Background: an optimization exercise with open tools, aiming at small area and a short achievable clock period. Do not read the settings as production practice. Only simulation tests tie the RTL to the original design; equivalence was not proved. No activity file was given, so power comes from the tool's default toggle rates.

== 02-06 ==
// PIPELINE
module PIPELINE(input clk,
                input rst,
                input btn,
                input on,
                output [31:0] imem_addr,
                input  [31:0] imem_data,
                output [31:0] dmem_addr,
                output [31:0] dmem_wdata,
                output        dmem_we,
                output        dmem_re,
                input  [31:0] dmem_rdata,
                output        wb_we,
                output [4:0]  wb_reg,
                output [31:0] wb_data);
	wire enable = !rst && (!on || btn);
	reg [31:0] pc;
	reg        br_pend;
	reg [31:0] d_ir;
	reg [31:0] d_npc;
	reg        e_rw, e_ld, e_st, e_br;    
	reg        e_fa, e_fb;                
	reg [31:0] e_a, e_b;                  
	reg [31:0] e_x;                       
	reg [4:0]  e_rt;
	reg        e_bm, e_bmn, e_bb, e_bbn, e_bx;  
	reg        e_sub;                     
	reg        e_rsum, e_rand, e_ror, e_rslt;  
	reg        m_rw, m_ld, m_st, m_tk;
	reg [31:0] m_res;                     
	reg [31:0] m_wd;
	reg [4:0]  m_rd;
	reg        w_rw;
	reg [31:0] w_data;
	reg [4:0]  w_rd;
	reg [31:0] rf [1:31];
	wire [5:0] d_op = d_ir[31:26];
	wire [4:0] d_rs = d_ir[25:21];
	wire [4:0] d_rt = d_ir[20:16];
	wire d_isR  = (d_op == 6'b000000);
	wire d_isLW = (d_op == 6'b100011);
	wire d_isSW = (d_op == 6'b101011);
	wire d_isBR = (d_op == 6'b000100);
	wire stall = e_ld && ((e_rt == d_rs) || (e_rt == d_rt));
	wire [4:0] e_rd = e_ld ? e_rt : e_x[15:11];
	wire [31:0] m_val = m_ld ? dmem_rdata : m_res;
	wire mhit_a = m_rw && (m_rd != 5'd0) && (m_rd == d_rs);
	wire mhit_b = m_rw && (m_rd != 5'd0) && (m_rd == d_rt);
	wire wbyp_a = !mhit_a && w_rw && (w_rd == d_rs) && (d_rs != 5'd0);
	wire wbyp_b = !mhit_b && w_rw && (w_rd == d_rt) && (d_rt != 5'd0);
	wire rfsel_a = !mhit_a && !wbyp_a;
	wire rfsel_b = !mhit_b && !wbyp_b;
	wire [32:0] sel_a, sel_b;                  
	genvar gi, gb;
	generate
		for (gi = 0; gi < 31; gi = gi + 1) begin : g_sel
			assign sel_a[gi] = (d_rs == gi + 1);
			assign sel_b[gi] = (d_rt == gi + 1);
		end
	endgenerate
	assign sel_a[32:31] = 2'b00;
	assign sel_b[32:31] = 2'b00;
	wire [31:0] d_a, d_b;
	generate
  ...
For scale: ~4100 cells after synthesis, ~1300 flip-flops, ~59000 sq um of cells after synthesis.
clock: 6.5 ns
lec_check: 0
cap_margin: 20
cell_pad_in_sites_detail_placement: 1
cell_pad_in_sites_global_placement: 1
core_margin: 2
core_utilization: 50
cts_buf_list: sky130_fd_sc_hd__clkbuf_8
cts_cluster_diameter: 70
cts_cluster_size: 14
place_density: 0.55
setup_slack_margin: 3.2
slew_margin: 20
synth_hierarchical: 1
tns_end_percent: 5
standard.sh (not shown) runs the stock make flow with config.mk's settings and CLKGATE_MAP_FILE= SYNTH_SCRIPT=/design/flow/synth_recipe.tcl, a recipe that flattens the netlist after the stock synthesis.
==> flow/flow/run.sh <==
#!/bin/bash
# The standard layout (standard.sh, unchanged synthesis and steps), with
# the port buffers that buffer_ports inserts made of buf_2 cells instead of
# the delay buffers it picks by default. make's full output goes to
# flow_make.log here; ORFS keeps each step's log under orfs/logs/.
set -euo pipefail
export BUFFER_PORTS_ARGS="-buffer_cell sky130_fd_sc_hd__buf_2"
bash standard.sh finish > flow_make.log 2>&1
Input changes introduced in 10-09 (baseline for comparison: 02-06):
diff --git a/flow/design.v b/flow/design.v
--- a/flow/design.v
+++ b/flow/design.v
@@ -1,13 +1,22 @@
 `timescale 1ns / 1ps
 module AO222N(input a0, input s0, input a1, input s1, input a2, input s2, output y);
 	assign y = ~((a0 & s0) | (a1 & s1) | (a2 & s2));
 endmodule
 module NAND11(input [10:0] t, output y);
 	assign y = ~&t;
+endmodule
+module RDTAIL(input [10:0] t, input rfsel, input m, input mh, input w, input wb, output y);
+	assign y = (mh & m) | (wb & w) | (rfsel & ~&t);
+endmodule
+module AO21(input a, input b, input c, output y);
+	assign y = (a & b) | c;
+endmodule
+module AND2(input a, input b, output y);
+	assign y = a & b;
 endmodule
 `timescale 1ns / 1ps
 module ADDER(input [31:0] a, input [31:0] b, input cin, output [32:0] s,
              output [31:0] and_ab, output [31:0] xor_ab);
 	wire [32:0] g0 = {a & b, cin};
 	wire [32:0] p0 = {a ^ b, 1'b0};
 	wire [32:0] g1 = g0 | (p0 & {g0[31:0], 1'b0});
@@ -56,15 +65,15 @@
 	reg        m_rw, m_ld, m_st, m_tk;
 	reg [31:0] m_res;                     
 	reg [31:0] m_wd;
 	reg [4:0]  m_rd;
 	reg        w_rw;
 	reg [31:0] w_data;
 	reg [4:0]  w_rd;
-	reg [31:0] rf [1:31];
+	reg [32*31-1:0] rf;                    
 	wire [5:0] d_op = d_ir[31:26];
 	wire [4:0] d_rs = d_ir[25:21];
 	wire [4:0] d_rt = d_ir[20:16];
 	wire d_isR  = (d_op == 6'b000000);
 	wire d_isLW = (d_op == 6'b100011);
 	wire d_isSW = (d_op == 6'b101011);
 	wire d_isBR = (d_op == 6'b000100);
@@ -88,31 +97,28 @@
 	assign sel_a[32:31] = 2'b00;
 	assign sel_b[32:31] = 2'b00;
 	wire [31:0] d_a, d_b;
 	generate
 		for (gb = 0; gb < 32; gb = gb + 1) begin : g_rd
 			wire [32:0] in;
 			wire [10:0] ta, tb;
-			wire ra, rb;
 			for (gi = 0; gi < 31; gi = gi + 1) begin : g_in
-				assign in[gi] = rf[gi + 1][gb];
+				assign in[gi] = rf[32*gi + gb];
 			end
 			assign in[32:31] = 2'b00;
 			for (gi = 0; gi < 10; gi = gi + 1) begin : g_grp
 				AO222N ga(.a0(in[3*gi]), .s0(sel_a[3*gi]), .a1(in[3*gi+1]), .s1(sel_a[3*gi+1]),
 				          .a2(in[3*gi+2]), .s2(sel_a[3*gi+2]), .y(ta[gi]));
 				AO222N gb2(.a0(in[3*gi]), .s0(sel_b[3*gi]), .a1(in[3*gi+1]), .s1(sel_b[3*gi+1]),
 				           .a2(in[3*gi+2]), .s2(sel_b[3*gi+2]), .y(tb[gi]));
 			end
 			assign ta[10] = ~(in[30] & sel_a[30]);
 			assign tb[10] = ~(in[30] & sel_b[30]);
-			NAND11 na(.t(ta), .y(ra));
-			NAND11 nb(.t(tb), .y(rb));
-			assign d_a[gb] = (mhit_a & m_val[gb]) | (wbyp_a & w_data[gb]) | (rfsel_a & ra);
-			assign d_b[gb] = (mhit_b & m_val[gb]) | (wbyp_b & w_data[gb]) | (rfsel_b & rb);
+			RDTAIL na(.t(ta), .rfsel(rfsel_a), .m(m_val[gb]), .mh(mhit_a), .w(w_data[gb]), .wb(wbyp_a), .y(d_a[gb]));
+			RDTAIL nb(.t(tb), .rfsel(rfsel_b), .m(m_val[gb]), .mh(mhit_b), .w(w_data[gb]), .wb(wbyp_b), .y(d_b[gb]));
 		end
 	endgenerate
 	wire ehit_a = e_rw && (e_rd != 5'd0) && (e_rd == d_rs);
 	wire ehit_b = e_rw && (e_rd != 5'd0) && (e_rd == d_rt);
 	wire [5:0] d_fn  = d_ir[5:0];
 	wire d_mem  = d_isLW || d_isSW;
 	wire d_add  = d_isR && (d_fn[5:1] == 5'b10000);
@@ -126,19 +132,25 @@
 	wire [31:0] x_bf = e_fb ? m_res : e_b;
 	wire [31:0] x_b    = ({32{e_bm}} & m_res) | ({32{e_bmn}} & ~m_res) | ({32{e_bb}} & e_b) | ({32{e_bbn}} & ~e_b)
 	                   | ({32{e_bx}} & e_x);
 	wire [32:0] sum;
 	wire [31:0] x_and, x_xor;
 	ADDER alu_add(.a(x_a), .b(x_b), .cin(e_sub), .s(sum), .and_ab(x_and), .xor_ab(x_xor));
 	wire        ltu    = !sum[32];
-	wire [31:0] x_res  = ({32{e_rsum}} & sum[31:0])
-	                   | ({32{e_rand}} & x_and)
+	wire [31:0] x_oth  = ({32{e_rand}} & x_and)
 	                   | ({32{e_ror}}  & (x_and | x_xor))
 	                   | {31'd0, e_rslt & ltu}
 	                   | ({32{e_br}}   & e_x);
+	wire [31:0] x_res;
+	genvar gr;
+	generate
+		for (gr = 0; gr < 32; gr = gr + 1) begin : g_res
+			AO21 ro(.a(e_rsum), .b(sum[gr]), .c(x_oth[gr]), .y(x_res[gr]));
+		end
+	endgenerate
 	wire        x_eq   = ~|x_xor;
 	wire PCSrc = m_tk;
 	assign dmem_addr  = m_res;
 	assign dmem_wdata = m_wd;
 	assign dmem_we    = m_st & enable;
 	assign dmem_re    = m_ld & enable;
 	assign wb_we   = w_rw & enable;
@@ -235,11 +247,20 @@
 		else if (enable)
 			w_rw <= m_rw;
 	always @(posedge clk)
 		if (enable) begin
 			w_data <= m_val;
 			w_rd   <= m_rd;
 		end
-	always @(posedge clk)
-		if (enable && w_rw && (w_rd != 5'd0))
-			rf[w_rd] <= w_data;
-endmodule
+	wire [31:1] rf_we;
+	genvar gw;
+	generate
+		for (gw = 1; gw < 32; gw = gw + 1) begin : g_we
+			AND2 wa(.a(w_rw && (w_rd == gw)), .b(enable), .y(rf_we[gw]));
+		end
+	endgenerate
+	integer j;
+	always @(posedge clk)
+		for (j = 1; j < 32; j = j + 1)
+			if (rf_we[j])
+				rf[32*j-1 -: 32] <= w_data;
+endmodule
## What came out
The run showing the smaller average wire length per cell after detail routing is 10-09.
On number of placed cells counting well taps, 10-09 and 02-06 are basically level.
Compared with 02-06, 10-09 ends up with less cell area.
NOTE: count of buffer and inverter cells on the critical path in 10-09 falls short of that of 02-06
Compared to 02-06, 10-09 has internal power summed over all cells 3.6% lower.
Re share of power burned in combinational logic: 10-09 and 02-06 aren't equal, and the lower value belongs to 10-09.
On 10-09: depth of the worst hold-timing path is 1 lower than what 02-06 gave.
02-06 -> 10-09: global-route wire length before repair decreased slightly
10-09: via count is about 3% lower than what 02-06 reported.
10-09 vs 02-06 — post-detailed-routing wire length dropped by a few percent
02-06 has a higher proportion of cell area occupied by multi-input gates than 10-09.
The critical path depth number comes out higher for 02-06 vs 10-09.
10-09 ended up with d_ir[22]$_DFFE_PP_ as its startpoint of the most critical setup path; 02-06 ended up with d_ir[17]$_DFFE_PP_.

==> port drivers added, routing unchanged <==
The flow's constraints put no driver on any port. The routed layouts listed below were extracted and timed again, unchanged, in two steps.
Step 1, drivers: a clkbuf_16 drives clk and a buf_2 each remaining input, both assumed.
Step 2 moves the port delays by t, midway between the first and last clock arrival at a register: inputs arrive t later, outputs are due t later. That takes back most of the time a late clock gives input paths.
Slacks: ideal ports / drivers / drivers and shift; pairs: ideal ports / drivers.
| run | t (ns) | setup WS [ns] | hold slack, ns | slew at the worst register clock pin (ns) | cell pins on the clock port's net |
|---|---|---|---|---|---|
| 02-06 | 0.907 | 2.949 / 2.949 / 2.292 | 0.481 / 0.481 / 0.481 | 0.11 / 0.11 | 1 |
| 10-09 | 0.879 | 2.940 / 2.940 / 2.395 | 0.486 / 0.486 / 0.486 | 0.11 / 0.11 | 1 |
After both steps setup and hold are still met in every run listed. For 02-06, which loses most, drivers alone change the setup slack by 0.000 ns; drivers and shift together by -0.657 ns.
